This design comes from an exercise in tuning for small area on the open sky130 flow, not from production work.
RTL that was checked went through simulation tests only; none was proved equivalent to the original.
Only the layout flow was run in runs 1 to 3; the RTL was not checked for function there.
No activity file was given, so power comes from the tool's default toggle rates.

<file path="flow/design.v">
module traffic( rst, clk,
                dip, bt,
                bt_manual,
                led_red, led_yellow, led_green, led_left,
                led_walk_red, led_walk_green,
                LCD_RS, LCD_RW,
                LCD_DATA, LED_out);
input rst;
input clk;
input [1:0] dip;
input bt;
input [7:0] bt_manual;
output reg [3:0] led_red;
output reg [3:0] led_yellow;
output reg [3:0] led_green;
output reg [3:0] led_left;
output reg [3:0] led_walk_red;
output reg [3:0] led_walk_green;
output reg LCD_RS, LCD_RW;
output reg [7:0] LCD_DATA;
output reg [7:0] LED_out;
localparam [9:0] R_FIRST = 10'b0000110011;
reg [9:0] r;
reg ph;
wire r_first = (r == R_FIRST);
wire tick_d = r_first & ~ph;
always @(posedge clk or posedge rst)
    if (rst) begin
        r <= R_FIRST;
        ph <= 1'b1;
    end else begin
        ph <= ph ^ r_first;
        if (r_first)
            case (dip)
                2'b00: r <= 10'b1101001111;
                2'b01: r <= 10'b0101100111;
                2'b10: r <= 10'b1101101011;
                2'b11: r <= 10'b0101100001;
            endcase
        else
            r <= {r[8:0], r[9] ^ r[6]};
    end
reg [3:0] s1, m1, h1;
reg [2:0] s10, m10;
reg [1:0] h10;
reg bt_d, bt_d2, hplus_d;
wire s1_9  = s1[3] & s1[0];
wire m1_9  = m1[3] & m1[0];
wire h1_9  = h1[3] & h1[0];
wire s59   = s1_9 & s10[2] & s10[0];
wire m59   = m1_9 & m10[2] & m10[0];
wire w_m   = tick_d & s59;
wire w_h   = w_m & m59;
wire h_inc = w_h | hplus_d;
always @(posedge clk or posedge rst)
    if (rst) begin
        bt_d <= 1'b0;
        bt_d2 <= 1'b0;
        hplus_d <= 1'b0;
    end else begin
        bt_d <= bt;
        bt_d2 <= bt_d;
        hplus_d <= bt_d & ~bt_d2;
    end
always @(posedge clk or posedge rst)
    if (rst) begin
        s1 <= 4'd0; s10 <= 3'd0;
    end else if (tick_d) begin
        if (s59) begin
            s1 <= 4'd0; s10 <= 3'd0;
        end else if (s1_9) begin
            s1 <= 4'd0; s10 <= s10 + 3'd1;
        end else
            s1 <= s1 + 4'd1;
    end
always @(posedge clk or posedge rst)
    if (rst) begin
        m1 <= 4'd0; m10 <= 3'd0;
    end else if (w_m) begin
        if (m59) begin
            m1 <= 4'd0; m10 <= 3'd0;
        end else if (m1_9) begin
            m1 <= 4'd0; m10 <= m10 + 3'd1;
        end else
            m1 <= m1 + 4'd1;
    end
always @(posedge clk or posedge rst)
    if (rst) begin
        h1 <= 4'd0; h10 <= 2'd0;
    end else if (h_inc) begin
        if (h1_9) begin
            h1 <= 4'd0; h10 <= h10 + 2'd1;
        end else if (h10[1] & h1[1] & h1[0]) begin    
            h1 <= 4'd0; h10 <= 2'd0;
        end else
            h1 <= h1 + 4'd1;
    end
wire daynight = ~((h10 == 2'd0 & h1[3]) | (h10 == 2'd1) | (h10[1] & ~(h1[1] & h1[0])));
reg [7:0] bm_d;
reg [3:0] trig;
wire [7:0] bm_e = bt_manual & ~bm_d;
wire [2:0] bm_idx = {bm_e[7] | bm_e[6] | bm_e[5] | bm_e[4],
                     bm_e[7] | bm_e[6] | bm_e[3] | bm_e[2],
                     bm_e[7] | bm_e[5] | bm_e[3] | bm_e[1]};
wire bm_lo_any = |bm_e[3:0];
wire bm_hi_any = |bm_e[7:4];
wire bm_lo_mul = (bm_e[0] & (bm_e[1] | bm_e[2] | bm_e[3])) |
                 (bm_e[1] & (bm_e[2] | bm_e[3])) | (bm_e[2] & bm_e[3]);
wire bm_hi_mul = (bm_e[4] & (bm_e[5] | bm_e[6] | bm_e[7])) |
                 (bm_e[5] & (bm_e[6] | bm_e[7])) | (bm_e[6] & bm_e[7]);
wire bm_mul = bm_lo_mul | bm_hi_mul | (bm_lo_any & bm_hi_any);
wire bm_any = bm_lo_any | bm_hi_any;
always @(posedge clk or posedge rst)
    if (rst) begin
        bm_d <= 8'd0;
        trig <= 4'd0;
    end else begin
        bm_d <= bt_manual;
        trig <= {bm_any & ~bm_mul, bm_idx};
    end
wire trig_any = |trig;
localparam [3:0] SA1 = 4'b0000, SB = 4'b0001, SC = 4'b0010, SD = 4'b0011,
                 SE1 = 4'b0100, SF = 4'b0101, SG = 4'b0110, SH = 4'b0111,
                 SA2 = 4'b1000, SE2 = 4'b1100, SMUL = 4'b1111;
localparam [1:0] M_NIGHT = 2'b00, M_DAY = 2'b01, M_MAN = 2'b10, M_PEND = 2'b11;
localparam [6:0] C1_START = 7'b0000001, C1_E0 = 7'b1100000, C1_E1 = 7'b1111000;
reg c1p;
reg [6:0] c1q;
reg [6:0] cc;      
reg [1:0] md;
reg [3:0] st, st2;
wire step_end = c1p & (c1q == C1_E1);                               
wire flick    = c1p;                                               
wire pend     = md[1] & md[0];
wire jump     = pend & cc[2];                                      
wire at_lim   = md[1] ? (cc[6] & cc[5] & cc[4] & cc[3]) :
                md[0] ? (cc[5] & cc[3]) : (cc[6] & cc[4]);
wire beyond   = at_lim & cc[0];
wire half     = md[1] ? (cc <= 7'd60) : md[0] ? (cc <= 7'd20) : (cc <= 7'd40);
wire jmul     = (st2 == SMUL);
wire c1_run = ~jump & ~step_end & ~trig_any & ~beyond;
always @(posedge clk or posedge rst)
    if (rst) begin
        c1p <= 1'b0;
        c1q <= C1_START;
    end else if (c1_run) begin
        c1p <= c1p | (c1q == C1_E0);
        c1q <= {c1q[5:0], c1q[6] ^ c1q[5]};
    end else begin
        c1p <= 1'b0;
        c1q <= C1_START;
    end
always @(posedge clk or posedge rst)
    if (rst) begin
        cc <= 7'd0;
        md <= M_NIGHT;
    end else if (jump) begin
        if (!jmul) begin
            cc <= 7'd0;
            md <= M_MAN;
        end
    end else if (step_end) begin
        cc <= cc + 7'd1;
    end else if (trig_any) begin
        md <= M_PEND;
        cc <= 7'd0;
    end else if (beyond) begin
        cc <= 7'd0;
        md <= daynight ? M_NIGHT : M_DAY;
    end
reg [3:0] nxt;
always @(*)
    if (!daynight)
        case (st2)
            SA1: nxt = SD;
            SD:  nxt = SF;
            SF:  nxt = SE1;
            SE1: nxt = SG;
            SG:  nxt = SE2;
            default: nxt = SA1;
        endcase
    else
        case (st2)
            SB:  nxt = SA1;
            SA1: nxt = SC;
            SC:  nxt = SA2;
            SA2: nxt = SE1;
            SE1: nxt = SH;
            default: nxt = SB;
        endcase
always @(posedge clk or posedge rst)
    if (rst) begin
        st <= SB;
        st2 <= SB;
    end else if (jump) begin
        if (!jmul) begin
            st <= st2;
            st2 <= st;
        end
    end else if (trig_any) begin
        if (!step_end)
            st2 <= trig[3] ? {1'b0, trig[2:0]} : SMUL;
        else if (!pend)
            st2 <= st;
    end else if (step_end & at_lim) begin
        st2 <= nxt;
        st <= st2;
    end
reg [2:0] lcls;
reg lh, lle, lwg;
always @(posedge clk or posedge rst)
    if (rst) begin
        lcls <= 3'b001;
        lh <= 1'b1;
        lle <= 1'b0;
        lwg <= 1'b0;
    end else begin
        lcls <= st[2:0];
        lh <= half;
        lle <= ~beyond;
        lwg <= half | (~beyond & ~flick);
    end
wire lv = ~lh | lle;
wire [2:0] c = lcls;
wire [3:0] y  = {~c[2] & ~(c[1] & ~c[0]), c[2] & ~(c[1] & ~c[0]),
                 ~c[2] & ~(~c[1] & c[0]), c[2] & ~(~c[1] & c[0])};
wire [3:0] wg = {c[2] & ~c[1], ~c[2] & ~c[0], c[2] & ~c[0], ~c[2] & ~c[1]};
wire no_grn   = c[1] & c[0];
wire has_left = c[1] | c[0];
wire left_2nd = c[2] & ~c[1] & c[0];
always @(*) begin
    led_red        = {4{lv}} & ~y;
    led_yellow     = {4{lv & ~lh}} & y;
    led_green      = {4{lv & lh & ~no_grn}} & y;
    led_left       = {4{lv & has_left}} & y & {lh, lh | left_2nd, lh, lh};
    led_walk_red   = {4{lv}} & ({4{~lle}} | ~wg);
    led_walk_green = {4{lwg}} & wg;
end
localparam [2:0] DELAY = 3'b000, FUNCTION_SET = 3'b001, ENTRY_MODE = 3'b010,
                 DISP_ONOFF = 3'b011, LINE1 = 3'b100, LINE2 = 3'b101,
                 DELAY_T = 3'b110, CLEAR_DISP = 3'b111;
reg [2:0] ls;
reg [6:0] lc;
reg [2:0] ld;      
reg lc_end;
always @(*)
    case (ls)
        DELAY:        lc_end = lc[6] & lc[2] & lc[1] & lc[0];             
        FUNCTION_SET, DISP_ONOFF, ENTRY_MODE:
                      lc_end = lc[4] & lc[3] & lc[2] & lc[1];             
        LINE1, LINE2: lc_end = lc[4] & lc[2];                             
        DELAY_T:      lc_end = lc[6] & lc[4];                             
        default:      lc_end = lc[2] & lc[0];                             
    endcase
reg [2:0] ls_nx;
always @(*)
    case (ls)
        DELAY:        ls_nx = FUNCTION_SET;
        FUNCTION_SET: ls_nx = DISP_ONOFF;
        DISP_ONOFF:   ls_nx = ENTRY_MODE;
        ENTRY_MODE:   ls_nx = LINE1;
        LINE1:        ls_nx = LINE2;
        LINE2:        ls_nx = DELAY_T;
        DELAY_T:      ls_nx = CLEAR_DISP;
        default:      ls_nx = LINE1;
    endcase
always @(posedge clk or posedge rst)
    if (rst) begin
        ls <= DELAY;
        lc <= 7'd0;
    end else if (lc_end) begin
        ls <= ls_nx;
        lc <= 7'd0;
    end else
        lc <= lc + 7'd1;
always @(posedge clk or posedge rst)
    if (rst)
        ld <= 3'd0;
    else if (lc[3:0] == 4'd8)
        ld <= lcls;
    else
        ld <= {2'b00, daynight};
always @(*) begin
    case (ls)
        DELAY:        LED_out = 8'b1000_0000;
        FUNCTION_SET: LED_out = 8'b0100_0000;
        DISP_ONOFF:   LED_out = 8'b0010_0000;
        ENTRY_MODE:   LED_out = 8'b0001_0000;
        LINE1:        LED_out = 8'b0000_1000;
        LINE2:        LED_out = 8'b0000_0100;
        DELAY_T:      LED_out = 8'b0000_0010;
        default:      LED_out = 8'b0000_0001;
    endcase
    case (ls)
        FUNCTION_SET: {LCD_RS, LCD_RW, LCD_DATA} = 10'b0_0_0011_1000;
        DISP_ONOFF:   {LCD_RS, LCD_RW, LCD_DATA} = 10'b0_0_0000_1100;
        ENTRY_MODE:   {LCD_RS, LCD_RW, LCD_DATA} = 10'b0_0_0000_0110;
        LINE1:
            if (lc[4]) {LCD_RS, LCD_RW, LCD_DATA} = 10'b1_0_0010_0000; else
            case (lc[3:0])
                4'd0:  {LCD_RS, LCD_RW, LCD_DATA} = 10'b0_0_1000_0000;
                4'd1:  {LCD_RS, LCD_RW, LCD_DATA} = 10'b1_0_0101_0100;
                4'd2:  {LCD_RS, LCD_RW, LCD_DATA} = 10'b1_0_0110_1001;
                4'd3:  {LCD_RS, LCD_RW, LCD_DATA} = 10'b1_0_0110_1101;
                4'd4:  {LCD_RS, LCD_RW, LCD_DATA} = 10'b1_0_0110_0101;
                4'd6:  {LCD_RS, LCD_RW, LCD_DATA} = 10'b1_0_0011_1010;
                4'd8:  {LCD_RS, LCD_RW, LCD_DATA} = {8'b1_0_0011_00, h10};
                4'd9:  {LCD_RS, LCD_RW, LCD_DATA} = {6'b1_0_0011, h1};
                4'd11: {LCD_RS, LCD_RW, LCD_DATA} = {7'b1_0_0011_0, m10};
                4'd12: {LCD_RS, LCD_RW, LCD_DATA} = {6'b1_0_0011, m1};
                4'd14: {LCD_RS, LCD_RW, LCD_DATA} = {7'b1_0_0011_0, s10};
                4'd15: {LCD_RS, LCD_RW, LCD_DATA} = {6'b1_0_0011, s1};
                4'd10, 4'd13:
                       {LCD_RS, LCD_RW, LCD_DATA} = 10'b1_0_0011_1010;
                default: {LCD_RS, LCD_RW, LCD_DATA} = 10'b1_0_0010_0000;
            endcase
        LINE2:
            if (lc[4]) {LCD_RS, LCD_RW, LCD_DATA} = (ld[0] & ~lc[3] & ~lc[2] & ~lc[1] & ~lc[0]) ? 10'b1_0_0010_1001 : 10'b1_0_0010_0000; else
            case (lc[3:0])
                4'd0:  {LCD_RS, LCD_RW, LCD_DATA} = 10'b0_0_1100_0000;
                4'd1:  {LCD_RS, LCD_RW, LCD_DATA} = 10'b1_0_0101_0011;
                4'd2:  {LCD_RS, LCD_RW, LCD_DATA} = 10'b1_0_0111_0100;
                4'd3:  {LCD_RS, LCD_RW, LCD_DATA} = 10'b1_0_0110_0001;
                4'd4:  {LCD_RS, LCD_RW, LCD_DATA} = 10'b1_0_0101_0100;
                4'd5:  {LCD_RS, LCD_RW, LCD_DATA} = 10'b1_0_0110_0101;
                4'd7:  {LCD_RS, LCD_RW, LCD_DATA} = 10'b1_0_0011_1010;
                4'd9:  {LCD_RS, LCD_RW, LCD_DATA} = {6'b1_0_0100, {1'b0, ld} + 4'd1};
                4'd10: {LCD_RS, LCD_RW, LCD_DATA} = ld[0] ? 10'b1_0_0010_1000 : 10'b1_0_0010_0000;
                4'd11: {LCD_RS, LCD_RW, LCD_DATA} = ld[0] ? 10'b1_0_0100_1110 : 10'b1_0_0010_1000;
                4'd12: {LCD_RS, LCD_RW, LCD_DATA} = ld[0] ? 10'b1_0_0110_1001 : 10'b1_0_0100_0100;
                4'd13: {LCD_RS, LCD_RW, LCD_DATA} = ld[0] ? 10'b1_0_0110_0111 : 10'b1_0_0110_0001;
                4'd14: {LCD_RS, LCD_RW, LCD_DATA} = ld[0] ? 10'b1_0_0110_1000 : 10'b1_0_0111_1001;
                4'd15: {LCD_RS, LCD_RW, LCD_DATA} = ld[0] ? 10'b1_0_0111_0100 : 10'b1_0_0010_1001;
                default: {LCD_RS, LCD_RW, LCD_DATA} = 10'b1_0_0010_0000;
            endcase
        DELAY_T:      {LCD_RS, LCD_RW, LCD_DATA} = 10'b0_0_0000_0010;
        CLEAR_DISP:   {LCD_RS, LCD_RW, LCD_DATA} = 10'b0_0_0000_0001;
        default:      {LCD_RS, LCD_RW, LCD_DATA} = 10'b1_1_0000_0000;
    endcase
end
endmodule
</file>
<file path="flow/flow/run.sh">
#!/bin/bash
# Own layout flow: the standard flow (standard.sh), with
#  - the standard synthesis, except that ABC maps the logic with an area-oriented
#    script (flow/abc.script) instead of ORFS's speed script;
#  - port buffers of the smallest buffer cell;
#  - clock tree buffers from CTS_BUF_LIST without dummy loads.
# Each tool's output is in orfs/logs/; make's own output in own_flow_make.log.
set -euo pipefail
W=$(pwd)
F=$W/flow
sed -e "s|^  log_cmd abc {\*}\$abc_args|  set abc_args [lreplace \$abc_args 1 1 $F/abc.script]\n  log_cmd abc {*}\$abc_args|" \
    "$FLOW_HOME/scripts/synth.tcl" > "$W/own_synth_body.tcl"
grep -q "$F/abc.script" "$W/own_synth_body.tcl"
sed -e "s|source \$::env(SCRIPTS_DIR)/synth.tcl|source $W/own_synth_body.tcl|" "$W/synth_recipe.tcl" > "$W/own_synth.tcl"
grep -q own_synth_body "$W/own_synth.tcl"
CTS="-sink_clustering_enable -repair_clock_nets -dont_use_dummy_load -buf_list sky130_fd_sc_hd__clkbuf_8"
bash "$W/standard.sh" "SYNTH_SCRIPT=$W/own_synth.tcl" \
    "BUFFER_PORTS_ARGS=-buffer_cell sky130_fd_sc_hd__buf_1" \
    "CTS_ARGS=$CTS" finish > "$W/own_flow_make.log" 2>&1
</file>
<file path="flow/flow/abc.script">
strash
&get -n
&deepsyn -T 60
&put
dch -f
amap
topo
stime -c
</file>
<file path="flow/standard.sh">
#!/bin/bash
# synth_recipe.tcl (not shown) runs the flow's synth.tcl, then flattens the netlist and writes it again
# the make line also repeats each setting of config.mk as NAME=value (left out here)
make -C /OpenROAD-flow-scripts/flow DESIGN_CONFIG=/design/flow/config.mk WORK_HOME=/design/flow/orfs CLKGATE_MAP_FILE= SYNTH_SCRIPT=/design/flow/synth_recipe.tcl "${@:-finish}"
</file>
<file path="flow/config.mk">
export PLATFORM = sky130hd
export DESIGN_NAME = traffic
export DESIGN_NICKNAME = traffic
export VERILOG_FILES = /design/flow/design.v
export SDC_FILE = /design/flow/constraint.sdc
export NUM_CORES = 4
export LEC_CHECK = 0
export CAP_MARGIN = 20
export CORE_MARGIN = 2
export CORE_UTILIZATION = 40
export SLEW_MARGIN = 20
</file>
<file path="flow/constraint.sdc">
create_clock -name core_clock -period 10.0 [get_ports {clk}]
set_input_delay 2.0000 -clock core_clock [delete_from_list [all_inputs] [get_ports {clk}]]
set_output_delay 2.0000 -clock core_clock [all_outputs]
set_load 0.01 [all_outputs]
</file>
==> results of run 1 <==
-- layer usage --
| layer | share of wire [%] | GRT usage (%) |
|---|---|---|
| met1 | 45 | 22.55 |
| met2 | 48 | 28.53 |
| met3 | 4.1 | 3.647 |
| met4 | 3.2 | 9.547 |
| met5 | 0 | 0 |
-- sequential cells by signal (all words and copies together), names as in the netlist, 2 cells and up --
signal	count
bm_d	8
r	10
st2	4
cc	7
ls	3
m1	4
lc	7
st	4
trig	4
ld	3
s10	3
m10	3
md	2
h10	2
c1q	7
s1	4
h1	4
lcls	3
-- layout by cell type, fill, tap and decap left out, types with 15 or more instances in the layout --
cell type / n
a21oi_1: 18
buf_1: 54
clkinv_1: 85
dfrtp_1: 80
ha_1: 15
nand2_1: 35
nor2_1: 111
nor2b_1: 15
nor3_1: 34
o21ai_0: 30
-- worst min path at each step --
stage	start	end	slack, ns	cells after the start
6_report	bt_d	bt_d2	0.37	0
5_1_grt	r[5]	r[6]	0.39	0
4_1_cts	bt_d	bt_d2	0.38	0
3_5_place_dp	bt_d	bt_d2	0.35	0
3_3_place_gp	bt_d	bt_d2	0.35	0
2_1_floorplan	bt_d	bt_d2	0.35	0
-- Yosys cell counts (all sizes together) --
library cell	instances	area, um^2
ha	15	187.7
nor4	5	31.28
a31oi	13	81.33
nor2b	15	93.84
o22ai	14	87.58
o21ai	30	150.1
nor3	34	170.2
nand2b	2	12.51
or2	5	31.28
a21oi	18	90.09
o32ai	5	43.79
a211oi	11	82.58
o311ai	2	17.52
dfrtp	80	2002
a311oi	4	35.03
nor2	111	416.7
a221oi	4	35.03
a41oi	2	17.52
clkinv	86	322.8
a2111oi	3	26.28
or4	3	22.52
nand3	8	40.04
a22oi	6	45.04
o32a	1	10.01
buf	4	15.01
o21a	3	22.52
dfstp	10	262.8
o22a	6	52.55
o311a	1	10.01
nand4	1	6.260
a21boi	1	7.510
and2	1	6.260
a32oi	1	8.760
nand2	35	131.4
o31a	1	8.760
a222oi	2	20.02
a2111o	1	11.26
o221ai	2	17.52
a221o	1	10.01
-- logic make-up after synthesis --
family                     after synthesis  share of synthesized area, %
and+or+nand+nor                        220                         20.72
AOI/OAI and AO/OA                      132                         19.19
DFF                                     90                         48.77
buffers and inverters                   90                         7.276
adders and majority gates               15                         4.042
-- power by group through the flow --
| stage | Sequential (W) | Clock, W | Combinational [W] |
|---|---|---|---|
| after floorplan | 0.000417 | 0 | 0.0000787 |
| after global placement | 0.000422 | 0 | 0.000101 |
| after detailed placement | 0.000423 | 0 | 0.000104 |
| after CTS | 0.000416 | 0.000201 | 0.000104 |
| after global routing | 0.000420 | 0.000218 | 0.000119 |
| final | 0.000416 | 0.000191 | 0.000103 |
-- critical path, delay by kind of cell, from the launching register on --
kind                     cells  cell delay, ns
buffers and inverters        3            0.40
AO/OA/AOI/OAI                4            0.83
flip-flops                   1            0.45
adder cells (fa/ha/maj)      1            0.31
AND/OR/NAND/NOR              2            0.46
-- metrics by stage --
step	hold slack, ns	instance area, um^2	std cells	utilization (%)
3_3_place_gp	0.3509	5019	741	44.14
2_1_floorplan	0.3465	4643	547	-
6_report	0.3749	5142	750	45.23
5_1_grt	0.3920	5142	750	45.23
3_5_place_dp	0.3536	5019	741	44.14
4_1_cts	0.3762	5142	750	45.23
-- cell type report --
type | instances | area, um^2 | share of cell area [%]
Clock buffer | 9 | 123.9 | 2.409
Timing Repair Buffer | 55 | 210.2 | 4.088
Sequential cell | 90 | 2265 | 44.04
Tap cell | 143 | 178.9 | 3.479
Multi-Input combinational cell | 367 | 2041 | 39.68
Inverter | 86 | 324.1 | 6.302
==> metrics.md, run 1 <==
| Metric | Value |
|---|---|
| # diodes | `0` |
| Routed WL | `10630 um` |
| Seq/Total Area, Yosys | `48.77%` |
| Setup CP Type | `reg2out` |
| Core area | `0.01137 mm^2` |
| Final Setup Violations | `0` |
| Worst-path clk slew | `about 0.090 ns` |
| Crit-path cells | `clkinv_1 > ha_1 > nor2_1 > clkinv_1 > a22oi_1 > o21ai_0 > a21oi_1 > nor2_1 > o32a_1 > buf_1` |
| Max_cap viols | `0` |
| Critical Path AT | `2.82 ns` |
| Mean Syn Cell Area | `8.488 um^2` |
| Max Slew Vio Count | `0` |
| Clk latency of the worst-skew pair | `0.37 ns` |
| Average wire per standard cell | `around 14 um` |
| CP endpoint | `LCD_DATA[5]` |
| Initial antenna violation count | `0` |
| Gate power share | `between 10% and 20%` |
| Layout area overhead | `10.75%` |
| Fin crit period | `4.820 ns` |
| Drt pass-1 iters | `7` |
| Place WS | `5.641 ns` |
| Final setup skew | `0.03165 ns` |
| Initial Utilization | `40.84%` |
| Max Clk Rate | `around 210 MHz` |
| Largest stage delay, worst path | `0.45 ns` |
| Clock Tree Buf Depth | `2` |
| RSZ-0062 raised after global routing | `false` |
| Netlist cell types | `39` |
| CTS tree | `built` |
| Slew HR | `a little over two fifths` |
| Final Hold Fails | `0` |
| Mapped Area | `0.004643 mm^2` |
| Share of power burned in registers | `58.6%` |
| Via Count | `4077` |
| Fraction of layout cells with a size suffix above 1 | `3.460%` |
| Filler instances | `~1100` |
| Die Span Y | `between 100 and 150 um` |
| Total grt overflow | `0` |
| Leak | `about 2 nW` |
| Fin Setup TNS | `0 ns` |
| Post_cts resized | `0` |
| Slew @ Worst Pin | `approximately 0.83 ns` |
| Status | `no timing/DRC/antenna violations` |
| Int Power | `0.0005121 W` |
| Clk sink count | `90` |
| # port buffers | `54` |
| Detail Route Antenna Nets | `0` |
| Vias in the first global route | `roughly 4000` |
| Req. time, crit path | `8.00 ns` |
| Number of remaining DRC errors | `0` |
| Num ports | `55` |
| Final worst slack | `5.180 ns` |
| VDD IR max | `about 0.087 mV` |
| Worst Setup End Kind | `output pin` |
| Vias per cell | `5.436` |
| Critical path startpoint category | `register` |
| Global-route wire length before repair | `18090 um` |
| Iter 0 DRT Violations | `277` |
| CTS Buf Count | `9` |
| Yosys warns | `1` |
| Reg2Reg Launch Point | `r[6]` |
| Die ar. | `between 0.01 and 0.015 mm^2` |
| Pin count of the biggest net entering global routing | `70` |
| R2R setup slack | `approximately 5.8 ns` |
| Total Routing Usage GR | `17.75%` |
| Die width | `111.7 um` |
| Yosys reg bits | `90` |
| Root Buffer | `clkbuf_8` |
| H-tree depth | `3` |
| GPL Wtd Cong | `between 0.9 and 1` |
| Worst reg-to-reg path cell count | `13` |
| Setup repair bufs after CTS | `0` |
| HP Class | `reg2reg` |
| P_sw | `approximately 0.0002 W` |
| Mapped Cells | `547` |
| CP max-delay cell | `dfrtp_1` |
| Clk pwr share | `around 27%` |
| Syn_nets | `575` |
| Final Power | `0.0007101 W` |
| Crit path max fanout | `7` |
| Final HPWL DP | `8148 um` |
| Row count | `39` |
| Final net count | `637` |
| Pwr dens | `138.1 mW/mm^2` |
| Final worst path period share | `48.20%` |
| Switching share of power | `between 20 and 30%` |
| RR Endpoint | `h10[0]` |
| Cts hold-fix bufs | `0` |
| Critical Path Start | `lc[0]` |
==> run 2, diff against run 1 <==
--- a/flow/design.v
+++ b/flow/design.v
@@ -126,17 +126,19 @@
 localparam [6:0] C1_START = 7'b0000001, C1_E0 = 7'b1100000, C1_E1 = 7'b1111000;
 reg c1p;
 reg [6:0] c1q;
-reg [6:0] cc;      
+reg hf;
+reg [5:0] d;
 reg [1:0] md;
 reg [3:0] st, st2;
 wire step_end = c1p & (c1q == C1_E1);                               
 wire flick    = c1p;                                               
 wire pend     = md[1] & md[0];
-wire jump     = pend & cc[2];                                      
-wire at_lim   = md[1] ? (cc[6] & cc[5] & cc[4] & cc[3]) :
-                md[0] ? (cc[5] & cc[3]) : (cc[6] & cc[4]);
-wire beyond   = at_lim & cc[0];
-wire half     = md[1] ? (cc <= 7'd60) : md[0] ? (cc <= 7'd20) : (cc <= 7'd40);
+wire jump     = pend & ~d[2] & ~d[1] & ~d[0];                      
+wire d_zero   = (d == 6'd0);
+wire at_lim   = ~hf & (d == 6'd1);                                 
+wire beyond   = ~hf & d_zero;                                      
+wire half     = hf;
+wire [5:0] d_half = md[1] ? 6'd60 : md[0] ? 6'd20 : 6'd40;
 wire jmul     = (st2 == SMUL);
 wire c1_run = ~jump & ~step_end & ~trig_any & ~beyond;
 always @(posedge clk or posedge rst)
@@ -152,20 +154,28 @@
     end
 always @(posedge clk or posedge rst)
     if (rst) begin
-        cc <= 7'd0;
+        hf <= 1'b1;
+        d <= 6'd40;
         md <= M_NIGHT;
     end else if (jump) begin
         if (!jmul) begin
-            cc <= 7'd0;
+            hf <= 1'b1;
+            d <= 6'd60;
             md <= M_MAN;
         end
     end else if (step_end) begin
-        cc <= cc + 7'd1;
+        if (hf & d_zero) begin
+            hf <= 1'b0;
+            d <= d_half;
+        end else
+            d <= d - 6'd1;
     end else if (trig_any) begin
         md <= M_PEND;
-        cc <= 7'd0;
+        hf <= 1'b1;
+        d <= 6'd60;
     end else if (beyond) begin
-        cc <= 7'd0;
+        hf <= 1'b1;
+        d <= daynight ? 6'd40 : 6'd20;
         md <= daynight ? M_NIGHT : M_DAY;
     end
 reg [3:0] nxt;
==> run 2 against run 1 <==
  * Clock skew decreased by 0.0066 ns
  * Clock-buffer cell count unchanged
  * Register-to-register slack got worse by 0.65 ns
  * Setup slack worse by 0.10 ns
  * Combinational power down 25%
  * Global-route usage is 0.14 points higher
  * Sequential share of layout area barely moved
  * Power is 6.1% lower
  * Critical endpoint unchanged
  * Highest routed layer unchanged
==> metrics.md, run 2 <==
| Metric | Value |
|---|---|
| Fin Setup TNS | `0 ns` |
| Synth top area cells | `dfrtp_1 (41%), nor2_1 (9.4%), dfstp_2 (7.3%)` |
| EDFF count, synth | `0` |
| Synth top cells by count | `nor2_1 (116), clkinv_1 (78), dfrtp_1 (77)` |
| Yosys reg bits | `90` |
| Worst reg-to-reg path cell count | `17` |
| Max_cap viols | `0` |
| Clock Tree Buf Depth | `2` |
| Slew @ Worst Pin | `0.8147 ns` |
| Row count | `39` |
| Biggest regs | `r (10), bm_d (8)` |
| WP depth | `8` |
| R2R setup slack | `5.15 ns` |
| # port buffers | `54` |
| Max FFs per register | `10` |
| Netlist cell types | `44` |
| Hold path cells | `0` |
| Critical Path Start | `lc[3]` |
| Global-route wire length before repair | `18170 um` |
| Syn_nets | `576` |
| GPL Wtd Cong | `approximately 0.93` |
| Die width | `111.9 um` |
| Max Slew Vio Count | `0` |
| Mapped Area | `0.004653 mm^2` |
| Number of remaining DRC errors | `0` |
| Buf/Inv on CP | `3` |
| Req. time, crit path | `roughly 8.0 ns` |
| Final worst path period share | `49.22%` |
| Min-delay src | `st[0]` |
| Worst-path clk slew | `around 0.080 ns` |
| Iter 0 DRT Violations | `313` |
| Setup repair bufs after CTS | `0` |
| Seq/Total Area, Yosys | `approximately 50%` |
| Filler instances | `1134` |
| CP max-delay cell | `dfrtp_1` |
| Routed WL | `10510 um` |
| Area occupied by multi-input gates | `0.002077 mm^2` |
| Most flops, register | `r` |
| Total grt overflow | `0` |
| Most frequent cell after synthesis | `nor2_1` |
| Critical path startpoint category | `register` |
| Commonest non-fill, non-tap cell in the layout | `nor2_1` |
| Post-synth top flop | `dfrtp_1` |
| Final Setup Violations | `0` |
| Core area | `0.01137 mm^2` |
| Clk latency of the worst-skew pair | `0.36 ns` |
| Initial antenna violation count | `0` |
| Largest stage delay, worst path | `about 0.60 ns` |
| Final setup skew | `0.02503 ns` |
| Yosys warns | `1` |
| Mapped Cells | `548` |
| H-tree depth | `3` |
| Commonest non-fill, non-tap cells in the layout | `nor2_1 (116), clkinv_1 (77), dfrtp_1 (77)` |
| Reg2Reg Launch Point | `r[1]` |
| Hold slack | `0.3711 ns` |
| FF/Latch Area | `roughly 0.0023 mm^2` |
| Mean Syn Cell Area | `8.491 um^2` |
| Fraction of layout cells with a size suffix above 1 | `3.947%` |
| Num ports | `between 50 and 60` |
| Die ar. | `around 0.013 mm^2` |
| Worst Setup End Kind | `output pin` |
| Top delay family on crit path | `compound AO/OA/AOI/OAI gates` |
| Final HPWL DP | `7950 um` |
| Vias in the first global route | `3944` |
| # diodes | `0` |
| Status | `no timing/DRC/antenna violations` |
| Final Hold Fails | `0` |
| Fin crit period | `4.922 ns` |
| Clk sink count | `90` |
| Critical Path AT | `about 2.9 ns` |
| Total Routing Usage GR | `17.88%` |
| Slew HR | `45.27%` |
| Detail Route Antenna Nets | `0` |
| Synth area leader | `dfrtp_1` |
| Crit path max fanout | `13` |
| Average wire per standard cell | `approximately 14 um` |
| Crit-path cells | `clkinv_1 > nor2_1 > clkinv_1 > nor2_1 > nand2_1 > a2111o_1 > o32a_1 > buf_1` |
| Root Buffer | `clkbuf_8` |
| Initial Utilization | `between 40% and 50%` |
| Max Clk Rate | `203.2 MHz` |
| Layout area overhead | `10.81%` |
| Setup CP Type | `reg2out` |
| Drt pass-1 iters | `5` |
| Die Span Y | `111.9 um` |
| Post-layout util | `45.35%` |
| Pwr dens | `129.3 mW/mm^2` |
| Post_cts resized | `0` |
| Leak | `2.017 nW` |
| Via Count | `4092` |
| HP Class | `reg2reg` |
| Async SR Flop Fraction | `100.0%` |
| RSZ-0062 raised after global routing | `false` |
| Cts hold-fix bufs | `0` |
| Pin count of the biggest net entering global routing | `91` |
| CTS tree | `built` |
| CTS Buf Count | `9` |
| Final net count | `638` |
| Vias per cell | `5.449` |
| Synth top area share | `41.41%` |
| VDD IR max | `0.09860 mV` |
run 2: cell types whose count changed after synthesis, moves of 4 or more:
cell and delta:
a21oi_1 +15, nor3_1 -10, clkinv_1 -8, o21a_1 +7, a211oi_1 -5, nor2_1 +5, o21ai_0 -5, a22oi_1 -4
nand2b_1 +4
run 2: stage by stage:
stage / setup slack (ns) / cells / cell area, um^2 / power [W]
floorplan: 5.925 / 548 / 4653 / 0.0004597
global placement: 5.474 / 742 / 5029 / 0.0004836
detailed placement: 5.189 / 742 / 5029 / 0.0004853
CTS: 5.090 / 751 / 5152 / 0.0006795
global route: 4.509 / 751 / 5156 / 0.0007097
finish: 5.078 / 751 / 5156 / 0.0006666
run 2: where the power goes:
group,switching [W],total (W),internal (W)
combinational,0.0000500,0.0000772,0.0000271
clock,0.000108,0.000189,0.0000806
sequential,0.0000183,0.000401,0.000383
run 2: cell families after synthesis:
kind of cell | Yosys count | share of synthesized area, %
simple gates | 225 | 21.40
compound gates | 135 | 19.01
flops | 90 | 48.75
buf+inv | 82 | 6.615
fa+ha+maj | 15 | 4.033
xor+xnor | 1 | 0.1883
run 2: final timing paths:
check,endpoint
hold reg to reg,lcls[0]
max in group asynchronous,ld[0]
setup reg to reg,h10[0]
setup / recovery,LCD_DATA[5]
min in group asynchronous,bm_d[7]
hold / removal,lcls[0]
run 2: per-layer routing:
layer,GRT usage [%],share of wire (%)
met5,0,0
met2,29.17,48
met3,4.736,5.5
met1,22.66,44
met4,7.325,2.4
run 2: final cells by class:
cell class,count,share of cell area (%)
Clock buffer,9,2.402
Inverter,78,5.702
Multi-Input combinational cell,376,40.28
Sequential cell,90,43.99
Tap cell,143,3.470
Timing Repair Buffer,55,4.149
==> run 3, diff against run 2 <==
--- a/flow/design.v
+++ b/flow/design.v
@@ -62,38 +62,37 @@
         bt_d2 <= bt_d;
         hplus_d <= bt_d & ~bt_d2;
     end
+wire e_s1  = tick_d;
+wire e_s10 = tick_d & s1_9;
+wire e_m1  = w_m;
+wire e_m10 = w_m & m1_9;
+wire wrap23 = h10[1] & h1[1] & h1[0];
 always @(posedge clk or posedge rst)
     if (rst) begin
         s1 <= 4'd0; s10 <= 3'd0;
-    end else if (tick_d) begin
-        if (s59) begin
-            s1 <= 4'd0; s10 <= 3'd0;
-        end else if (s1_9) begin
-            s1 <= 4'd0; s10 <= s10 + 3'd1;
-        end else
-            s1 <= s1 + 4'd1;
-    end
-always @(posedge clk or posedge rst)
-    if (rst) begin
         m1 <= 4'd0; m10 <= 3'd0;
-    end else if (w_m) begin
-        if (m59) begin
-            m1 <= 4'd0; m10 <= 3'd0;
-        end else if (m1_9) begin
-            m1 <= 4'd0; m10 <= m10 + 3'd1;
-        end else
-            m1 <= m1 + 4'd1;
-    end
-always @(posedge clk or posedge rst)
-    if (rst) begin
         h1 <= 4'd0; h10 <= 2'd0;
-    end else if (h_inc) begin
-        if (h1_9) begin
-            h1 <= 4'd0; h10 <= h10 + 2'd1;
-        end else if (h10[1] & h1[1] & h1[0]) begin    
-            h1 <= 4'd0; h10 <= 2'd0;
-        end else
-            h1 <= h1 + 4'd1;
+    end else begin
+        s1  <= s1 ^ {e_s1 & s1[0] & (s1[3] | (s1[1] & s1[2])),
+                     e_s1 & s1[0] & s1[1],
+                     e_s1 & s1[0] & ~s1[3],
+                     e_s1};
+        s10 <= s10 ^ {e_s10 & s10[0] & (s10[1] | s10[2]),
+                      e_s10 & s10[0] & ~s10[2],
+                      e_s10};
+        m1  <= m1 ^ {e_m1 & m1[0] & (m1[3] | (m1[1] & m1[2])),
+                     e_m1 & m1[0] & m1[1],
+                     e_m1 & m1[0] & ~m1[3],
+                     e_m1};
+        m10 <= m10 ^ {e_m10 & m10[0] & (m10[1] | m10[2]),
+                      e_m10 & m10[0] & ~m10[2],
+                      e_m10};
+        h1  <= h1 ^ {h_inc & h1[0] & (h1[3] | (h1[1] & h1[2])),
+                     h_inc & h1[0] & h1[1] & ~h10[1],
+                     h_inc & h1[0] & ~h1[3],
+                     h_inc};
+        h10 <= h10 ^ {h_inc & ((h1_9 & h10[0]) | wrap23),
+                      h_inc & h1_9};
     end
 wire daynight = ~((h10 == 2'd0 & h1[3]) | (h10 == 2'd1) | (h10[1] & ~(h1[1] & h1[0])));
 reg [7:0] bm_d;
==> run 3 against run 2 <==
  * Via count fell by 5.0%
  * First-iteration DRC count fell by 21%
  * Clock power barely moved
  * Global-route usage rose by 0.77 points
  * Flip-flop and latch count did not move
  * Largest power group unchanged
  * Still clean
  * Die area fell by 2.8%
==> metrics.md, run 3 <==
| Metric | Value |
|---|---|
| Worst reg-to-reg path cell count | `12` |
| Final worst path period share | `between 40% and 50%` |
| Slew @ Worst Pin | `approximately 0.81 ns` |
| Synth area leader | `dfrtp_1` |
| Fin Setup TNS | `0 ns` |
| Min-delay src | `bt_d` |
| Clock Tree Buf Depth | `2` |
| Synth top area share | `42.64%` |
| Number of remaining DRC errors | `0` |
| Drt pass-1 iters | `5` |
| Iter 0 DRT Violations | `approximately 250` |
| Most flops, register | `r` |
| Post-layout util | `46.18%` |
| Clk latency of the worst-skew pair | `0.36 ns` |
| Area occupied by multi-input gates | `0.001962 mm^2` |
| Place WS | `5.508 ns` |
| Mapped Cells | `525` |
| RR Endpoint | `d[4]` |
| Max_cap viols | `0` |
| Final Hold Fails | `0` |
| Commonest non-fill, non-tap cell in the layout | `nor2_1` |
| # port buffers | `54` |
| Status | `no timing/DRC/antenna violations` |
| Routed WL | `around 11000 um` |
| Leak | `1.993 nW` |
| Post_cts resized | `0` |
| Biggest regs | `r (10), bm_d (8)` |
| Final Setup Violations | `0` |
| Final instance area | `0.005050 mm^2` |
| # diodes | `0` |
| Most frequent cell after synthesis | `nor2_1` |
| Buf/Inv on CP | `3` |
| Worst Setup End Kind | `output pin` |
| Netlist cell types | `40` |
| Syn_nets | `approximately 550` |
| Max FFs per register | `10` |
| GPL Wtd Cong | `0.9178` |
| Filler instances | `1080` |
| Fraction of layout cells with a size suffix above 1 | `4.429%` |
| Yosys reg bits | `90` |
| HP Class | `reg2reg` |
| Die width | `110.3 um` |
| Initial antenna violation count | `0` |
| DP Area | `slightly below 0.005 mm^2` |
| H-tree depth | `3` |
| Slew HR | `45.78%` |
| FF/Latch Area | `0.002268 mm^2` |
| Via Count | `3888` |
| Setup repair bufs after CTS | `0` |
| Critical Path AT | `2.93 ns` |
| Pwr dens | `166.1 mW/mm^2` |
| Max Slew Vio Count | `0` |
| Crit-path cells | `clkinv_1 > ha_1 > clkinv_1 > nor2_1 > o21ai_0 > o221ai_1 > nor4_1 > a211oi_1 > o21a_1 > o21ai_0 > buf_1` |
| Num ports | `between 50 and 60` |
| Die Span Y | `around 110 um` |
| Initial Utilization | `just over 40%` |
| Async SR Flop Fraction | `between 90% and 100%` |
| Vias in the first global route | `about 3700` |
| Pin count of the biggest net entering global routing | `49` |
| Fin crit period | `approximately 4.9 ns` |
| Average wire per standard cell | `14.46 um` |
| Yosys warns | `1` |
| Reg2Reg Launch Point | `d[3]` |
| Total grt overflow | `0` |
| RSZ-0062 raised after global routing | `false` |
| Req. time, crit path | `8.00 ns` |
| Synth top cells by count | `nor2_1 (100), dfrtp_1 (77), clkinv_1 (73)` |
| Largest stage delay, worst path | `between 0.4 and 0.5 ns` |
| Cts hold-fix bufs | `0` |
| Global-route wire length before repair | `17550 um` |
| Hold-critical path endpoint | `bt_d2` |
| Top delay family on crit path | `compound AO/OA/AOI/OAI gates` |
| Commonest non-fill, non-tap cells in the layout | `nor2_1 (100), dfrtp_1 (77), clkinv_1 (72)` |
| Hold path cells | `0` |
| CTS Buf Count | `9` |
| R2R setup slack | `between 7 and 8 ns` |
| EDFF count, synth | `0` |
| Total Routing Usage GR | `18.65%` |
| Post-synth top flop | `dfrtp_1` |
| Final worst slack | `around 5 ns` |
| Layout area overhead | `11.74%` |
| Synth top area cells | `dfrtp_1 (43%), nor2_1 (8.3%), dfstp_2 (7.6%)` |
| Crit path max fanout | `6` |
| Worst-path clk slew | `roughly 0.09 ns` |
| Root Buffer | `clkbuf_8` |
| Detail Route Antenna Nets | `0` |
| Die ar. | `0.01217 mm^2` |
| Max Clk Rate | `just over 200 MHz` |
| Row count | `38` |
| CP max-delay cell | `o21ai_0` |
| Core area | `0.01094 mm^2` |
| Final net count | `slightly above 600` |
| Vias per cell | `5.348` |
| Clk sink count | `90` |
| VDD IR max | `0.09157 mV` |
| CTS tree | `built` |
| Seq/Total Area, Yosys | `around half` |
| Final HPWL DP | `8168 um` |
| Setup CP Type | `reg2out` |
| Final setup skew | `0.03350 ns` |
| Critical path startpoint category | `register` |
| Mean Syn Cell Area | `around 8.6 um^2` |
| Mapped Area | `0.004519 mm^2` |
==> run 3: cell count changes in the layout (fill, tap and decap cells not counted), sizes merged, moves of 4 or more <==
cell    change
nand2       +7
nor3        -7
o221ai      +4
clkinv      -5
o21ai      +14
nor2       -16
o32ai       -4
a21oi      -14
==> run 3: cells by family after synthesis <==
| kind of cell | count (synthesis) | share of synthesized area [%] |
|---|---|---|
| AO/OA/AOI/OAI | 131 | 18.58 |
| buffers and inverters | 77 | 6.395 |
| AND/OR/NAND/NOR | 214 | 21.23 |
| flip-flops | 90 | 50.19 |
| adder cells (fa/ha/maj) | 13 | 3.599 |
==> run 3: area by class of cell <==
| cell class | instances | share of cell area [%] |
|---|---|---|
| multi-input combinational | 358 | 38.85 |
| sequential | 90 | 44.92 |
| clock buffer | 9 | 2.453 |
| tap | 140 | 3.469 |
| timing repair buffer | 57 | 4.856 |
| inverter | 73 | 5.451 |
==> run 3: how the worst max path moves through the flow <==
stage / from / endpoint / slack, ns / cells after the start
after CTS: lc[0] / LCD_DATA[5] / 5.10 / 11
after floorplan: lc[0] / LCD_DATA[5] / 5.90 / 10
after global placement: lc[0] / LCD_DATA[5] / 5.48 / 11
after detailed placement: lc[0] / LCD_DATA[5] / 5.51 / 11
after global routing: lc[0] / LCD_DATA[5] / 4.81 / 11
final: lc[0] / LCD_DATA[5] / 5.07 / 11
==> run 3: layer usage <==
metal	global-route usage, %	routed length, um	up-vias
li1	-	-	1940
met1	23.86	4697	1834
met4	7.411	253	0
met2	31.33	5078	94
met5	0	0	-
met3	3.351	483	20
==> run 3: where the power goes <==
part	switching, W	leakage (nW)	total, W	internal, W
Clock	0.000110	0.0647	0.000191	0.0000807
Combinational	0.000122	0.847	0.000194	0.0000715
Sequential	0.0000402	1.08	0.000454	0.000414
Total	0.000272	1.99	0.000839	0.000567
==> run 3: metrics by stage <==
stage	instances	total power, W	hold slack, ns
floorplan	525	0.0005885	0.3465
global placement	717	0.0006554	0.3553
detailed placement	718	0.0006573	0.3649
CTS	727	0.0008499	0.3824
global route	727	0.0008959	0.3894
finish	727	0.0008390	0.3791
==> run 4, diff against run 3 <==
--- a/flow/design.v
+++ b/flow/design.v
@@ -98,17 +98,15 @@
 reg [7:0] bm_d;
 reg [3:0] trig;
 wire [7:0] bm_e = bt_manual & ~bm_d;
-wire [2:0] bm_idx = {bm_e[7] | bm_e[6] | bm_e[5] | bm_e[4],
-                     bm_e[7] | bm_e[6] | bm_e[3] | bm_e[2],
-                     bm_e[7] | bm_e[5] | bm_e[3] | bm_e[1]};
-wire bm_lo_any = |bm_e[3:0];
-wire bm_hi_any = |bm_e[7:4];
-wire bm_lo_mul = (bm_e[0] & (bm_e[1] | bm_e[2] | bm_e[3])) |
-                 (bm_e[1] & (bm_e[2] | bm_e[3])) | (bm_e[2] & bm_e[3]);
-wire bm_hi_mul = (bm_e[4] & (bm_e[5] | bm_e[6] | bm_e[7])) |
-                 (bm_e[5] & (bm_e[6] | bm_e[7])) | (bm_e[6] & bm_e[7]);
-wire bm_mul = bm_lo_mul | bm_hi_mul | (bm_lo_any & bm_hi_any);
+wire a01 = bm_e[0] | bm_e[1], m01 = bm_e[0] & bm_e[1];
+wire a23 = bm_e[2] | bm_e[3], m23 = bm_e[2] & bm_e[3];
+wire a45 = bm_e[4] | bm_e[5], m45 = bm_e[4] & bm_e[5];
+wire a67 = bm_e[6] | bm_e[7], m67 = bm_e[6] & bm_e[7];
+wire bm_lo_any = a01 | a23, bm_lo_mul = m01 | m23 | (a01 & a23);
+wire bm_hi_any = a45 | a67, bm_hi_mul = m45 | m67 | (a45 & a67);
 wire bm_any = bm_lo_any | bm_hi_any;
+wire bm_mul = bm_lo_mul | bm_hi_mul | (bm_lo_any & bm_hi_any);
+wire [2:0] bm_idx = {bm_hi_any, a23 | a67, bm_e[1] | bm_e[3] | bm_e[5] | bm_e[7]};
 always @(posedge clk or posedge rst)
     if (rst) begin
         bm_d <= 8'd0;
==> run 4 against run 3 <==
  * Still clean
  * Sequential share of layout area up 0.18 points
  * Power down 16%
  * First-iteration DRC count down 10%
  * Combinational power down about 60%
  * Design area down 0.40%
  * Critical path depth down 1
  * Setup slack better by 0.11 ns
  * Global-route usage down 0.11 points
  * Sequential power down 4.4%
  * Cell count up 0.28%
  * Worst hold slack worse by 0.0051 ns
  * Synthesized cell count up 0.76%
==> metrics.md, run 4 <==
| Metric | Value |
|---|---|
| Status | `no timing/DRC/antenna violations` |
| Slew @ Worst Pin | `0.7957 ns` |
| P_sw | `0.0001886 W` |
| Reg2Reg Launch Point | `r[0]` |
| Hold path cells | `0` |
| Synth Area in XOR/XNOR | `0%` |
| Synth area leader | `dfrtp_1` |
| Fraction of layout cells with a size suffix above 1 | `4.075%` |
| Syn_nets | `555` |
| RSZ-0062 raised after global routing | `false` |
| Die width | `110.4 um` |
| Die ar. | `0.01219 mm^2` |
| Post-synthesis compound-gate area fraction | `19.03%` |
| Final Power | `about 0.0007 W` |
| Min-delay src | `r[3]` |
| EDFF count, synth | `0` |
| VDD IR max | `between 0.1 and 0.15 mV` |
| Detail Route Antenna Nets | `0` |
| Final setup skew | `about 0.034 ns` |
| Initial antenna violation count | `0` |
| Commonest non-fill, non-tap cell in the layout | `nor2_1` |
| Die Span Y | `110.4 um` |
| Layout Cells excl Fill | `729` |
| Int Power | `0.0005129 W` |
| Cts hold-fix bufs | `0` |
| Yosys reg bits | `90` |
| Simple logic cell fraction of the synthesized area | `20.02%` |
| Yosys warns | `1` |
| Crit path max fanout | `11` |
| Commonest non-fill, non-tap cells in the layout | `nor2_1 (104), clkinv_1 (83), dfrtp_1 (77)` |
| Number of remaining DRC errors | `0` |
| Max Slew Vio Count | `0` |
| Vias in the first global route | `3822` |
| Async SR Flop Fraction | `100.0%` |
| Global-route wire length before repair | `18540 um` |
| Clock Tree Buf Depth | `2` |
| Max FFs per register | `10` |
| Total Routing Usage GR | `18.54%` |
| Average wire per standard cell | `14.92 um` |
| RR Endpoint | `h1[2]` |
| Root Buffer | `clkbuf_8` |
| Switching share of power | `26.88%` |
| Setup CP Type | `reg2out` |
| Pin count of the biggest net entering global routing | `91` |
| Hold-critical path endpoint | `r[4]` |
| Post-synth top flop | `dfrtp_1` |
| Final Setup Violations | `0` |
| Core area | `0.01094 mm^2` |
| Post_cts resized | `0` |
| Placed Cells | `720` |
| Most flops, register | `r` |
| Share of power burned in registers | `61.9%` |
| Critical path startpoint category | `register` |
| Final HPWL DP | `8327 um` |
| Routed WL | `roughly 11000 um` |
| H-tree depth | `3` |
| Final net count | `617` |
| Num ports | `55` |
| Netlist cell types | `41` |
| CTS tree | `built` |
| Fin crit period | `a little under 5 ns` |
| # port buffers | `between 50 and 60` |
| R2R setup slack | `6.77 ns` |
| Clk sink count | `90` |
| Synth top area share | `between 40% and 50%` |
| # diodes | `0` |
| Fin Setup TNS | `0 ns` |
| Clk latency of the worst-skew pair | `0.35 ns` |
| Max Clk Rate | `207.6 MHz` |
| Biggest regs | `r (10), bm_d (8)` |
| Total grt overflow | `0` |
| Gate power share | `a little over a tenth` |
| Filler instances | `between 1000 and 1500` |
| Final Hold Fails | `0` |
| Slew HR | `between 40 and 50%` |
| Final worst path period share | `just under 50%` |
| Most frequent cell after synthesis | `nor2_1` |
| Worst Setup End Kind | `output pin` |
| Iter 0 DRT Violations | `223` |
| Setup repair bufs after CTS | `0` |
| Leak | `between 1.5 and 2 nW` |
| Post-layout util | `a little under half` |
| Max_cap viols | `0` |
| Initial Utilization | `approximately 41%` |
| Drt pass-1 iters | `4` |
| Req. time, crit path | `8.00 ns` |
| Pwr dens | `139.5 mW/mm^2` |
| Mean Syn Cell Area | `8.564 um^2` |
| Clk pwr share | `a little over a quarter` |
| CTS Buf Count | `9` |
| Via Count | `roughly 4000` |
| Adder-Cell Fraction of Synth Area | `3.590%` |
| Critical Path AT | `roughly 2.8 ns` |
| Mapped Area | `0.004531 mm^2` |
| Multiplexer area fraction after synthesis | `0%` |
| Worst reg-to-reg path cell count | `13` |
| Layout area overhead | `11.02%` |
| HP Class | `reg2reg` |
| GPL Wtd Cong | `a little under 1` |
| Worst-path clk slew | `0.09 ns` |
| Vias per cell | `5.476` |
| Mapped Cells | `between 500 and 600` |
| Seq/Total Area, Yosys | `50.07%` |
| Synth top area cells | `dfrtp_1 (43%), nor2_1 (8.6%), dfstp_2 (7.5%)` |
| Row count | `38` |
| Synth top cells by count | `nor2_1 (104), clkinv_1 (84), dfrtp_1 (77)` |
| Largest family of logic cells by synthesized area | `simple AND/OR/NAND/NOR gates` |
==> run 4: cell types whose count changed after synthesis, sizes merged, moves of 4 or more <==
cell,before,now
o22ai,12,16
nor3,17,25
a31o,1,5
clkinv,73,84
nor2,100,104
nor4,7,2
o21ai,39,32
nand2b,6,2
==> run 4: critical path, stage by stage (launching register included) <==
cell and delay (ns):
dfrtp_1 0.52, clkinv_1 0.36, nor2_1 0.33, clkinv_1 0.22
nor2_1 0.23, nor3_1 0.07, o32ai_1 0.29, o21ai_0 0.14
nor2_1 0.12, o22ai_1 0.07, buf_1 0.15
==> run 4: cell type report <==
type / instances / area, um^2 / share of cell area (%)
clock buffers: 9 / 123.9 / 2.463
multi-input cells: 351 / 1932 / 38.41
inverters: 84 / 316.6 / 6.294
flip-flops and latches: 90 / 2268 / 45.10
well taps: 140 / 175.2 / 3.483
repair buffers: 55 / 214.0 / 4.254
==> run 4: how the worst max path moves through the flow <==
stage,end,depth (start not counted),start
detailed placement,LCD_DATA[4],10,lc[2]
global placement,LCD_DATA[3],11,lc[2]
finish,LCD_DATA[4],10,lc[2]
global route,LCD_DATA[3],11,lc[2]
floorplan,LCD_DATA[0],10,lc[2]
CTS,LCD_DATA[4],10,lc[2]
==> run 4: power by group through the flow <==
| stage | clock, W | combinational [W] | sequential [W] |
|---|---|---|---|
| after floorplan | 0 | 0.0000604 | 0.000431 |
| after global placement | 0 | 0.0000772 | 0.000440 |
| after detailed placement | 0 | 0.0000787 | 0.000441 |
| after CTS | 0.000201 | 0.0000785 | 0.000434 |
| after global routing | 0.000216 | 0.0000922 | 0.000440 |
| final | 0.000191 | 0.0000767 | 0.000434 |
==> run 4: cells by family after synthesis <==
| group | Yosys count |
|---|---|
| AOI/OAI and AO/OA | 129 |
| adders and majority gates | 13 |
| buffers and inverters | 88 |
| DFF | 90 |
| and+or+nand+nor | 209 |
==> run 4: per-stage QoR <==
stage,hold slack [ns],worst slack (ns),area (um^2)
floorplan,0.3465,6.130,4531
global placement,0.3606,5.706,4902
detailed placement,0.3637,5.603,4902
CTS,0.3780,5.212,5026
global route,0.3918,4.851,5030
finish,0.3740,5.182,5030
==> run 4: routing by layer <==
layer / routed length [um] / vias up / track usage (%)
met2: 5374 / 127 / 31.37
li1: - / 1951 / -
met5: 0 / - / 0
met1: 4692 / 1888 / 22.43
met4: 359 / 0 / 7.917
met3: 452 / 26 / 4.720
==> run 5, diff against run 4 <==
--- a/flow/design.v
+++ b/flow/design.v
@@ -175,26 +175,12 @@
         d <= daynight ? 6'd40 : 6'd20;
         md <= daynight ? M_NIGHT : M_DAY;
     end
-reg [3:0] nxt;
-always @(*)
-    if (!daynight)
-        case (st2)
-            SA1: nxt = SD;
-            SD:  nxt = SF;
-            SF:  nxt = SE1;
-            SE1: nxt = SG;
-            SG:  nxt = SE2;
-            default: nxt = SA1;
-        endcase
-    else
-        case (st2)
-            SB:  nxt = SA1;
-            SA1: nxt = SC;
-            SC:  nxt = SA2;
-            SA2: nxt = SE1;
-            SE1: nxt = SH;
-            default: nxt = SB;
-        endcase
+wire s0 = st2[0], s1x = st2[1], s2 = st2[2], s3 = st2[3], dn = daynight;
+wire [3:0] nxt = {(~s0 & s1x & ~s2 & dn) | (~s0 & s1x & s2 & ~dn),
+                  (s0 & s1x & ~s2 & ~dn) | (~s0 & ~s1x & s2 & ~s3) | (~s2 & s3 & dn) |
+                  (~s0 & s2 & ~s3 & ~dn) | (s0 & ~s1x & s2 & ~dn),
+                  ~s0 & ~s1x & ~s3,
+                  (~s0 & ~s1x & ~s2 & ~s3 & ~dn) | (s0 & s1x & ~s2) | (s2 & dn)};
 always @(posedge clk or posedge rst)
     if (rst) begin
         st <= SB;
==> flow/flow/abc.script (replaced) <==
strash
&get -n
&deepsyn -T 60
&put
dch -f
amap -Q 0
topo
stime -c
==> run 5 against run 4 <==
  * Combinational power up 140%
  * Routed wire length decreased by 1.8%
  * Die area grew 0.56%
  * Global-route usage shrank 0.45 points
  * Cell count rose by 1.1%
  * Area after synthesis increased by 0.58%
  * First-iteration DRC count fell by 1.8%
  * Synthesized cell count increased by 1.3%
  * Clock-buffer cell count unchanged
  * Worst hold slack gained 0.0013 ns
  * Critical endpoint is now LCD_DATA[3]
  * Largest cell class unchanged
  * Largest power group unchanged
==> metrics.md, run 5 <==
| Metric | Value |
|---|---|
| Status | `no timing/DRC/antenna violations` |
| CTS Buf Count | `9` |
| HP Class | `reg2reg` |
| Number of remaining DRC errors | `0` |
| Yosys reg bits | `90` |
| Final setup skew | `0.02777 ns` |
| Most flops, register | `r` |
| Post_cts resized | `0` |
| Total grt overflow | `0` |
| H-tree depth | `3` |
| Leak | `2.024 nW` |
| Slew HR | `between 50 and 60%` |
| Final Setup Violations | `0` |
| Die Span Y | `110.7 um` |
| Fraction of layout cells with a size suffix above 1 | `4.188%` |
| Slew @ Worst Pin | `~0.7 ns` |
| Synth top area share | `between 40% and 50%` |
| Iter 0 DRT Violations | `219` |
| Commonest non-fill, non-tap cell in the layout | `nor2_1` |
| Clk sink count | `90` |
| Final Hold Fails | `0` |
| Max_cap viols | `0` |
| Vias per cell | `5.347` |
| Total Routing Usage GR | `18.09%` |
| Req. time, crit path | `about 8 ns` |
| Via Count | `3941` |
| Final HPWL DP | `~8200 um` |
| Routed WL | `10680 um` |
| CP max-delay cell | `dfrtp_1` |
| Max FFs per register | `10` |
| Final worst path period share | `48.52%` |
| RSZ-0062 raised after global routing | `false` |
| Final net count | `625` |
| Critical Path AT | `approximately 2.9 ns` |
| Setup CP Type | `reg2out` |
| Seq/Total Area, Yosys | `between 40% and 50%` |
| Worst-path clk slew | `0.09 ns` |
| Reg2Reg Launch Point | `c1q[0]` |
| Layout Cells excl Fill | `around 740` |
| Fin Setup TNS | `0 ns` |
| Yosys warns | `1` |
| Syn_nets | `between 500 and 600` |
| Setup repair bufs after CTS | `0` |
| Commonest non-fill, non-tap cells in the layout | `nor2_1 (101), clkinv_1 (85), dfrtp_1 (77)` |
| Vias in the first global route | `roughly 3700` |
| CTS tree | `built` |
| # port buffers | `54` |
| Mapped Area | `0.004557 mm^2` |
| Clock Tree Buf Depth | `2` |
| Initial Utilization | `slightly above 40%` |
| Clk latency of the worst-skew pair | `0.36 ns` |
| VDD IR max | `about 0.11 mV` |
| Cts hold-fix bufs | `0` |
| Post-synth top flop | `dfrtp_1` |
| Largest stage delay, worst path | `0.51 ns` |
| Synth top area cells | `dfrtp_1 (42%), nor2_1 (8.3%), dfstp_2 (7.5%)` |
| Worst Setup End Kind | `output pin` |
| Num ports | `55` |
| CP most frequent cell | `nor2_1` |
| Max Clk Rate | `between 200 and 250 MHz` |
| Pwr dens | `162.4 mW/mm^2` |
| Drt pass-1 iters | `5` |
| # diodes | `0` |
| Root Buffer | `clkbuf_8` |
| Die ar. | `0.01226 mm^2` |
| Crit path max fanout | `9` |
| Average wire per standard cell | `~14 um` |
| Max Slew Vio Count | `0` |
| EDFF count, synth | `0` |
| Mean Syn Cell Area | `8.502 um^2` |
| Detail Route Antenna Nets | `0` |
| Placed Cells | `728` |
| Biggest regs | `r (10), bm_d (8)` |
| Critical Path Start | `lc[3]` |
| Row count | `38` |
| Synth area leader | `dfrtp_1` |
| Min-delay src | `bt_d` |
| Pin count of the biggest net entering global routing | `around 80` |
| Core area | `0.01098 mm^2` |
| Layout area overhead | `11.12%` |
| Synth top cells by count | `nor2_1 (101), clkinv_1 (86), dfrtp_1 (77)` |
| Critical path startpoint category | `register` |
| Mapped Cells | `536` |
| Async SR Flop Fraction | `100.0%` |
| Crit-path cells | `clkinv_1 > nor2_1 > clkinv_1 > a2111oi_0 > o22a_1 > nor2_1 > nor2_1 > o21ai_0 > buf_1` |
| Fin crit period | `4.852 ns` |
| GPL Wtd Cong | `between 0.9 and 1` |
| Global-route wire length before repair | `18090 um` |
| Die width | `110.7 um` |
| Netlist cell types | `44` |
| Initial antenna violation count | `0` |
| Most frequent cell after synthesis | `nor2_1` |
[run 5: logic make-up (layout without fill, tap and decap cells)]
family | Yosys count | count (layout) | share of synthesized area, %
and+or+nand+nor | 212 | 212 | 20.87
AOI/OAI and AO/OA | 131 | 131 | 18.37
DFF | 90 | 90 | 49.78
buffers and inverters | 90 | 151 | 7.413
adders and majority gates | 13 | 13 | 3.570
[run 5: metrics by stage]
step	instance area [um^2]	worst slack (ns)	utilization, %	power, W	hold slack (ns)
after global placement	4936	5.654	44.94	0.0006349	0.3548
final	5064	5.148	46.10	0.0008221	0.3753
after floorplan	4557	6.117	-	0.0005723	0.3465
after detailed placement	4936	5.555	44.94	0.0006383	0.3575
after CTS	5060	5.147	46.07	0.0008348	0.3732
after global routing	5064	4.794	46.10	0.0008760	0.3827
[run 5: cell type report]
class / instances / area, um^2
Inverter: 86 / 324.1
Fill cell: 1121 / 5919
Tap cell: 140 / 175.2
Timing Repair Buffer: 56 / 221.5
Multi-Input combinational cell: 356 / 1951
Clock buffer: 9 / 123.9
Sequential cell: 90 / 2268
[run 5: final timing paths]
check	endpoint	slack (ns)	cells after the start
min in group asynchronous	bt_d	1.50	2
max in group asynchronous	lc[5]	7.56	3
hold reg to reg	bt_d2	0.38	0
hold / removal	bt_d2	0.38	0
setup reg to reg	st2[2]	7.08	10
setup / recovery	LCD_DATA[3]	5.15	9
[run 5: metal layers]
| metal | up-vias | part of all wire [%] | routed length [um] | global-route usage, % |
|---|---|---|---|---|
| met5 | - | 0 | 0 | 0 |
| met4 | 0 | 1.8 | 189 | 7.083 |
| met3 | 17 | 5.2 | 557 | 3.554 |
| met2 | 142 | 44 | 4733 | 26.83 |
| met1 | 1826 | 49 | 5203 | 26.13 |
| li1 | 1956 | - | - | - |
[run 5: where the power goes]
part           internal (W)  switching [W]  total (W)
registers          0.000412      0.0000318   0.000444
clock network     0.0000808       0.000112   0.000192
logic             0.0000628       0.000123   0.000186
[run 5: worst max-delay path: cells and delay by family, from the launching register on]
family          cells  cell delay, ns
flops               1            0.51
simple gates        3            0.59
compound gates      3            0.71
buf+inv             3            0.69
==> run 6, diff against run 5 <==
--- a/flow/flow/run.sh
+++ b/flow/flow/run.sh
@@ -13,7 +13,7 @@
 grep -q "$F/abc.script" "$W/own_synth_body.tcl"
 sed -e "s|source \$::env(SCRIPTS_DIR)/synth.tcl|source $W/own_synth_body.tcl|" "$W/synth_recipe.tcl" > "$W/own_synth.tcl"
 grep -q own_synth_body "$W/own_synth.tcl"
-CTS="-sink_clustering_enable -repair_clock_nets -dont_use_dummy_load -buf_list sky130_fd_sc_hd__clkbuf_8"
+CTS="-sink_clustering_enable -repair_clock_nets -dont_use_dummy_load -buf_list {sky130_fd_sc_hd__clkbuf_2 sky130_fd_sc_hd__clkbuf_4 sky130_fd_sc_hd__clkbuf_8}"
 bash "$W/standard.sh" "SYNTH_SCRIPT=$W/own_synth.tcl" \
     "BUFFER_PORTS_ARGS=-buffer_cell sky130_fd_sc_hd__buf_1" \
     "CTS_ARGS=$CTS" finish > "$W/own_flow_make.log" 2>&1
==> flow/flow/abc.script (replaced) <==
strash
&get -n
&deepsyn -T 60
&put
dch -f
amap
topo
stime -c
==> run 6 against run 5 <==
  * Still clean on timing, DRC and antenna
  * Clock-buffer cell count unchanged
  * Maximum frequency did not move
  * Sequential power barely moved
  * Largest power group unchanged
==> metrics.md, run 6 <==
| Metric | Value |
|---|---|
| P_sw | `0.0002664 W` |
| Post-layout util | `46.10%` |
| Min-delay src | `bt_d` |
| Async SR Flop Fraction | `100.0%` |
| Die width | `110.7 um` |
| Final worst path period share | `48.52%` |
| Via Count | `3941` |
| Int Power | `0.0005557 W` |
| Core area | `0.01098 mm^2` |
| Area occupied by multi-input gates | `slightly below 0.002 mm^2` |
| Clock Tree Buf Depth | `2` |
| # port buffers | `54` |
| Mean Syn Cell Area | `between 8 and 9 um^2` |
| Final setup skew | `around 0.028 ns` |
| Yosys reg bits | `90` |
| Clk pwr share | `23.4%` |
| Seq/Total Area, Yosys | `49.78%` |
| # diodes | `0` |
| Slew HR | `53.42%` |
| Yosys warns | `1` |
| Filler instances | `1121` |
| Synth top cells by count | `nor2_1 (101), clkinv_1 (86), dfrtp_1 (77)` |
| Detail Route Antenna Nets | `0` |
| Clk latency of the worst-skew pair | `0.36 ns` |
| Worst-path clk slew | `0.09 ns` |
| Critical path startpoint category | `register` |
| Post_cts resized | `0` |
| R2R setup slack | `7.08 ns` |
| Share of power burned in registers | `54.0%` |
| Max_cap viols | `0` |
| Average wire per standard cell | `14.50 um` |
| Slew @ Worst Pin | `0.6988 ns` |
| Req. time, crit path | `8.00 ns` |
| Row count | `38` |
| Max Slew Vio Count | `0` |
| Vias per cell | `5.347` |
| HP Class | `reg2reg` |
| GPL Wtd Cong | `0.9391` |
| Syn_nets | `562` |
| Routed WL | `10680 um` |
| Setup repair bufs after CTS | `0` |
| Synth top area cells | `dfrtp_1 (42%), nor2_1 (8.3%), dfstp_2 (7.5%)` |
| Drt pass-1 iters | `5` |
| RSZ-0062 raised after global routing | `false` |
| Synth area leader | `dfrtp_1` |
| Final net count | `625` |
| Most frequent cell after synthesis | `nor2_1` |
| Cts hold-fix bufs | `0` |
| Max Clk Rate | `206.1 MHz` |
| Hold path cells | `0` |
| FF/Latch Area | `0.002268 mm^2` |
| Critical Path AT | `about 2.9 ns` |
| Setup CP Type | `reg2out` |
| Synth top area share | `42.28%` |
| Leak | `2.024 nW` |
| Clk sink count | `90` |
| Total grt overflow | `0` |
| Pwr dens | `162.4 mW/mm^2` |
| EDFF count, synth | `0` |
| Total Routing Usage GR | `between 10% and 20%` |
| H-tree depth | `3` |
| Number of remaining DRC errors | `0` |
| Status | `no timing/DRC/antenna violations` |
| Final Setup Violations | `0` |
| Biggest regs | `r (10), bm_d (8)` |
| Initial antenna violation count | `0` |
| RR Endpoint | `st2[2]` |
| Pin count of the biggest net entering global routing | `between 80 and 90` |
| Layout area overhead | `11.12%` |
| CTS Buf Count | `9` |
| DP Area | `0.004936 mm^2` |
==> run 6: per-layer routing <==
metal | global-route usage, % | up-vias | routed length (um)
met4 | 7.083 | 0 | 189
met2 | 26.83 | 142 | 4733
li1 | - | 1956 | -
met1 | 26.13 | 1826 | 5203
met5 | 0 | - | 0
met3 | 3.554 | 17 | 557
==> run 6: final cells by class <==
type,instances,share of cell area [%]
Timing Repair Buffer,56,4.374
Clock buffer,9,2.446
Sequential cell,90,44.80
Inverter,86,6.400
Tap cell,140,3.459
Multi-Input combinational cell,356,38.52
==> run 6: cells by family (layout without fill, tap and decap cells) <==
logic type | Yosys count | in the layout | share of synthesized area (%)
DFF | 90 | 90 | 49.78
AOI/OAI and AO/OA | 131 | 131 | 18.37
adders and majority gates | 13 | 13 | 3.570
buffers and inverters | 90 | 151 | 7.413
and+or+nand+nor | 212 | 212 | 20.87
==> run 6: power groups by stage <==
| stage | logic, W | registers, W | clock network [W] |
|---|---|---|---|
| 3_3_place_gp | 0.000186 | 0.000449 | 0 |
| 4_1_cts | 0.000188 | 0.000445 | 0.000203 |
| 3_5_place_dp | 0.000187 | 0.000451 | 0 |
| 2_1_floorplan | 0.000131 | 0.000441 | 0 |
| 5_1_grt | 0.000211 | 0.000450 | 0.000215 |
| 6_report | 0.000186 | 0.000444 | 0.000192 |
==> run 6: stage by stage <==
step	total power [W]	setup slack (ns)	cells
after floorplan	0.0005723	6.117	536
after global placement	0.0006349	5.654	728
after detailed placement	0.0006383	5.555	728
after CTS	0.0008348	5.147	737
after global routing	0.0008760	4.794	737
final	0.0008221	5.148	737
==> run 6: critical path, cell delays in order, from the launching register on <==
cell	delay [ns]
dfrtp_1	0.51
clkinv_1	0.29
nor2_1	0.48
clkinv_1	0.26
a2111oi_0	0.42
o22a_1	0.21
nor2_1	0.04
nor2_1	0.07
o21ai_0	0.08
buf_1	0.14
==> run 6: how the worst max path moves through the flow <==
stage / start / endpoint / slack, ns / depth (start not counted)
floorplan: lc[2] / LCD_DATA[3] / 6.12 / 8
global placement: lc[3] / LCD_DATA[3] / 5.65 / 9
detailed placement: lc[3] / LCD_DATA[3] / 5.56 / 9
CTS: lc[3] / LCD_DATA[3] / 5.15 / 9
global route: lc[3] / LCD_DATA[3] / 4.79 / 9
finish: lc[3] / LCD_DATA[3] / 5.15 / 9

Check on run 6: ideal ports give 5.148 ns setup slack; a clkbuf_16 on the clock port and buf_2 on the inputs give 5.117 ns; moving port delays by the midpoint clock arrival (0.373 ns) as well gives 5.491 ns.
